Context: an optimization exercise on an open-source flow, tuned for small area. The choices shown serve that exercise and are no tape-out recipe. The RTL was checked by simulation tests, not by an equivalence proof against the original design. No activity file was given, so power comes from the tool's default toggle rates.

==> flow/design.v <==
module rf_rdpair(input s0n, input q0n, input s1n, input q1n, output y);
assign y = ~((s0n | q0n) & (s1n | q1n));
endmodule
module rf_hold(input we, input wen, input d, input q, output y);
assign y = (we & d) | (wen & q);
endmodule
module fa_cell(input a, input b, input ci, output s, output co);
assign {co, s} = a + b + ci;
endmodule
module mips(clk, rst, imem_addr, imem_rdata, dmem_addr, dmem_wdata, dmem_we, dmem_re, dmem_rdata,
            DMA_data, DMA_Address, request_to_dma);
input clk, rst;
output [31:0] imem_addr;
input  [31:0] imem_rdata;
output [31:0] dmem_addr, dmem_wdata;
output dmem_we, dmem_re;
input  [31:0] dmem_rdata;
output reg request_to_dma;
output [15:0] DMA_data, DMA_Address;
wire [31:0] ir = imem_rdata;
wire [5:0] op = ir[31:26];
wire [4:0] rs = ir[25:21];
wire [4:0] rt = ir[20:16];
wire [4:0] rd = ir[15:11];
wire [4:0] shamt = ir[10:6];
wire [5:0] funct = ir[5:0];
wire [15:0] imm = ir[15:0];
wire [31:0] simm = {{16{imm[15]}}, imm};
wire rtype = (op == 6'd0);
wire f_add = rtype & (funct == 6'd32);
wire f_sub = rtype & (funct == 6'd34);
wire f_and = rtype & (funct == 6'd36);
wire f_or  = rtype & (funct == 6'd37);
wire f_slt = rtype & (funct == 6'd42);
wire f_jr  = rtype & (funct == 6'd8);
wire f_sll = rtype & (funct == 6'd0);
wire i_addi = (op == 6'd8);
wire i_ori  = (op == 6'd13);
wire i_lw   = (op == 6'd35);
wire i_sw   = (op == 6'd43);
wire i_beq  = (op == 6'd4);
wire i_j    = (op == 6'd2);
wire i_jal  = (op == 6'd3);
wire i_m56  = (op == 6'd56);
wire i_m57  = (op == 6'd57);
wire i_m59  = (op == 6'd59);
wire move   = i_m56 | i_m57 | i_m59;
wire alusrc = i_addi | i_ori | i_lw | i_sw | move;
wire do_sub = f_sub | f_slt | i_beq;
wire regwrite = f_add | f_sub | f_and | f_or | f_slt | f_sll | i_addi | i_ori | i_lw | i_jal;
wire [31:0] wd;
wire [4:0] wsel = i_jal ? 5'd31 : (rtype ? rd : rt);
wire we_g = regwrite & ~rst;
wire [31:0] wdn = ~(wd & {32{~rst}});       
wire [31:0] wdn29 = wdn & ~({32{rst}} & 32'd1200);
wire [31:0] sa_n, st_n;
wire [31:0] qn [0:31];
reg  [31:0] a, rtv;
genvar gi, gj;
generate
  for (gi = 0; gi < 32; gi = gi + 1) begin : dec
    assign sa_n[gi] = ~(rs == gi);
    assign st_n[gi] = ~(rt == gi);
  end
  for (gi = 0; gi < 32; gi = gi + 1) begin : rdb
    wire [15:0] ta, tt;
    for (gj = 0; gj < 16; gj = gj + 1) begin : pr
      rf_rdpair pa(sa_n[2*gj], qn[2*gj][gi], sa_n[2*gj+1], qn[2*gj+1][gi], ta[gj]);
      rf_rdpair pt(st_n[2*gj], qn[2*gj][gi], st_n[2*gj+1], qn[2*gj+1][gi], tt[gj]);
    end
    always @(*) begin a[gi] = |ta; rtv[gi] = |tt; end
  end
  for (gi = 0; gi < 32; gi = gi + 1) begin : rf
    reg [31:0] r;
    wire we_i = (we_g & (wsel == gi)) | ((gi == 0 || gi == 29) ? rst : 1'b0);
    wire wen_i = ~we_i;
    wire [31:0] d_i = (gi == 29) ? wdn29 : wdn;
    wire [31:0] nx;
    for (gj = 0; gj < 32; gj = gj + 1) begin : hb
      rf_hold h(we_i, wen_i, d_i[gj], r[gj], nx[gj]);
    end
    always @(posedge clk) r <= nx;
    assign qn[gi] = r;
  end
endgenerate
wire [31:0] b = alusrc ? simm : (f_jr ? 32'd4 : rtv);
wire [32:0] sum = {1'b0, a} + {1'b0, b ^ {32{do_sub}}} + {32'd0, do_sub};
wire zero = (sum[31:0] == 32'd0);
wire ltu = ~sum[32];
wire [31:0] shl = rtv << shamt;
reg [31:0] pc;
assign wd = ({32{f_add | f_sub | i_addi}} & sum[31:0])
          | ({32{f_and}} & (a & b))
          | ({32{f_or | i_ori}} & (a | b))
          | {31'd0, f_slt & ltu}
          | ({32{f_sll}} & shl)
          | ({32{i_lw}} & dmem_rdata)
          | ({32{i_jal}} & pc);
assign dmem_addr = sum[31:0];
assign dmem_wdata = rtv;
assign dmem_we = i_sw;
assign dmem_re = i_lw;
wire [31:0] pc4 = {pc[31:2] + 30'd1, pc[1:0]};
wire [16:0] brlo;
wire [16:0] brc;
assign brc[0] = 1'b0;
genvar bi;
generate for (bi = 0; bi < 16; bi = bi + 1) begin : brfa
  fa_cell f(pc4[bi+2], imm[bi], brc[bi], brlo[bi], brc[bi+1]);
end endgenerate
assign brlo[16] = brc[16];
wire [13:0] brhi_inc = pc4[31:18] + 14'd1;
wire [13:0] brhi_dec = pc4[31:18] - 14'd1;
wire [13:0] brhi = (imm[15] == brlo[16]) ? pc4[31:18] : (brlo[16] ? brhi_inc : brhi_dec);
wire [31:0] pcbr = {brhi, brlo[15:0], pc[1:0]};
wire [31:0] pcnext = f_jr ? sum[31:0] :
                     (i_j | i_jal) ? {pc4[31:28], ir[25:0], 2'b00} :
                     (i_beq & zero) ? pcbr : pc4;
reg [1:0] step;
reg mem_src;
wire io = (imm > 16'd32764);
reg [1:0] last;
reg done_req;
always @(*) begin
  last = 2'd0; done_req = 1'b0;
  if (i_m56) last = 2'd1;
  else if (i_m57) last = 2'd3;
  else if (i_m59) begin
    if (!io && mem_src) last = 2'd3;
    else if (io && mem_src) begin last = 2'd1; done_req = 1'b1; end
    else if (!io && !mem_src) begin last = 2'd1; done_req = 1'b1; end
  end
end
always @(posedge clk) begin
  if (rst) begin
    pc <= 32'd0;
    step <= 2'd0;
    mem_src <= 1'b0;
    request_to_dma <= 1'b0;
  end else begin
    request_to_dma <= 1'b0;
    if (!move)
      pc <= pcnext;
    else if (step != last)
      step <= step + 2'd1;
    else begin
      step <= 2'd0;
      pc <= pcnext;
      request_to_dma <= done_req;
      if (i_m57) mem_src <= !io;
      else if (i_m59) mem_src <= 1'b0;
    end
  end
end
assign imem_addr = pc;
reg [15:0] dq;
reg [3:0] aq;
reg valid;
reg [15:0] dn;
reg [3:0] an;
always @(*) begin
  valid = 1'b1; dn = 16'd0; an = 4'd0;
  if (i_m56) begin an = 4'd1; dn = imm; end
  else if (i_m57) begin
    if (io) begin
      case (step)
        2'd0: begin an = 4'd7;  dn = 16'h0080; end
        2'd1: begin an = 4'd11; dn = 16'h0000; end
        2'd2: begin an = 4'd10; dn = 16'h0008; end
        default: begin an = 4'd12; dn = 16'h0000; end
      endcase
    end else begin
      case (step)
        2'd0: begin an = 4'd0;  dn = imm; end
        2'd1: begin an = 4'd11; dn = 16'h0000; end
        2'd2: begin an = 4'd12; dn = 16'h0000; end
        default: valid = 1'b0;
      endcase
    end
  end else if (i_m59) begin
    if (!io && mem_src) begin
      case (step)
        2'd0: begin an = 4'd13; dn = imm; end
        2'd1: begin an = 4'd7;  dn = 16'h0001; end
        2'd2: begin an = 4'd12; dn = 16'h0000; end
        default: valid = 1'b0;
      endcase
    end else if (io && mem_src) begin
      if (step == 2'd0) begin an = 4'd10; dn = 16'h0004; end
      else begin an = 4'd7; dn = 16'h0000; end
    end else if (!io && !mem_src) begin
      an = 4'd0; dn = imm;
    end else valid = 1'b0;
  end else valid = 1'b0;
end
wire [15:0] dbus = valid ? dn : dq;
wire [3:0] abus = valid ? an : aq;
always @(posedge clk) begin
  if (rst) begin dq <= 16'd0; aq <= 4'd0; end
  else begin dq <= dbus; aq <= abus; end
end
assign DMA_data = dbus;
assign DMA_Address = {12'd0, abus};
endmodule
export LEC_CHECK = 0
export CAP_MARGIN = 40
export CORE_MARGIN = 2
export CORE_UTILIZATION = 45
export GPL_TIMING_DRIVEN = 0
export PLACE_DENSITY = 0.6
export SETUP_SLACK_MARGIN = 0.5
export SLEW_MARGIN = 40
export SYNTH_HIERARCHICAL = 1
create_clock -name core_clock -period 11.0 [get_ports {clk}]
standard.sh (not shown) runs the stock make flow with config.mk's settings and CLKGATE_MAP_FILE= SYNTH_SCRIPT=/design/flow/synth_recipe.tcl, a recipe that flattens the netlist after the stock synthesis.
==> flow/flow/run.sh <==
#!/bin/bash
set -euo pipefail
export BUFFER_PORTS_ARGS="-buffer_cell sky130_fd_sc_hd__buf_1"
export CTS_ARGS="-sink_clustering_enable -repair_clock_nets -dont_use_dummy_load -sink_clustering_size 20 -sink_clustering_max_diameter 100"
bash standard.sh > standard_flow.log 2>&1
Change:
--- a/flow/design.v
+++ b/flow/design.v
@@ -1,11 +1,31 @@
 module rf_rdpair(input s0n, input q0n, input s1n, input q1n, output y);
 assign y = ~((s0n | q0n) & (s1n | q1n));
 endmodule
 module rf_hold(input we, input wen, input d, input q, output y);
 assign y = (we & d) | (wen & q);
+endmodule
+module rf_nor2(input a, input b, output y);
+assign y = ~(a | b);
+endmodule
+module rf_nand4(input [3:0] a, output y);
+assign y = ~&a;
+endmodule
+module rf_or2(input a, input b, output y);
+assign y = a | b;
+endmodule
+module rf_or16(input [15:0] t, output y);
+wire [7:0] n;
+wire [1:0] m;
+genvar i;
+generate for (i = 0; i < 8; i = i + 1) begin : p
+  rf_nor2 g(t[2*i], t[2*i+1], n[i]);
+end endgenerate
+rf_nand4 g0(n[3:0], m[0]);
+rf_nand4 g1(n[7:4], m[1]);
+rf_or2 g2(m[0], m[1], y);
 endmodule
 module fa_cell(input a, input b, input ci, output s, output co);
 assign {co, s} = a + b + ci;
 endmodule
 module mips(clk, rst, imem_addr, imem_rdata, dmem_addr, dmem_wdata, dmem_we, dmem_re, dmem_rdata,
             DMA_data, DMA_Address, request_to_dma);
@@ -65,13 +85,16 @@
   for (gi = 0; gi < 32; gi = gi + 1) begin : rdb
     wire [15:0] ta, tt;
     for (gj = 0; gj < 16; gj = gj + 1) begin : pr
       rf_rdpair pa(sa_n[2*gj], qn[2*gj][gi], sa_n[2*gj+1], qn[2*gj+1][gi], ta[gj]);
       rf_rdpair pt(st_n[2*gj], qn[2*gj][gi], st_n[2*gj+1], qn[2*gj+1][gi], tt[gj]);
     end
-    always @(*) begin a[gi] = |ta; rtv[gi] = |tt; end
+    wire ya, yt;
+    rf_or16 oa(ta, ya);
+    rf_or16 ot(tt, yt);
+    always @(*) begin a[gi] = ya; rtv[gi] = yt; end
   end
   for (gi = 0; gi < 32; gi = gi + 1) begin : rf
     reg [31:0] r;
     wire we_i = (we_g & (wsel == gi)) | ((gi == 0 || gi == 29) ? rst : 1'b0);
     wire wen_i = ~we_i;
     wire [31:0] d_i = (gi == 29) ? wdn29 : wdn;
Design area falls by 0.70%.
Global-route usage shrinks by 3.0 points.
Worst hold slack is about the same.
Clock power barely changes.
Non-clock buffer count drops by 35.
Synthesized area went up by about 2.5%.
Maximum frequency rose by 1.8%.
Setup slack improved by 190 ps.
First-iteration DRC count shrinks by about 12%.
Utilization came out lower by 1.5 points.
Sequential share of layout area came out higher by 0.26 points.

afterwards: timing with drivers on the ports:
The flow's constraints put no driver on any port. The routed layouts listed below were extracted and timed again, unchanged, in two steps.
Step 1, drivers: a clkbuf_16 drives clk and a buf_2 each remaining input, both assumed.
Step 2 times the ports against the registers' clock, not the clock port: input delays grow and output delays shrink by t, the midpoint of the rising clock arrivals with the driver on.
a / b / c = ideal ports / drivers / drivers and shift; a / b = the first two.
run | t, ns | slack for setup (ns) | worst hold slack (ns) | worst slew at a driven data input, ns
the first run | 0.780 | 0.245 / 0.036 / 0.036 | 0.501 / 0.501 / 0.501 | 0.22
the second run | 0.799 | 0.437 / 0.412 / 0.040 | 0.502 / 0.502 / 0.502 | 0.14
After both steps setup and hold are still met in every run listed. For the second run, which loses most, drivers alone change the setup slack by -0.025 ns; drivers and shift together by -0.397 ns.
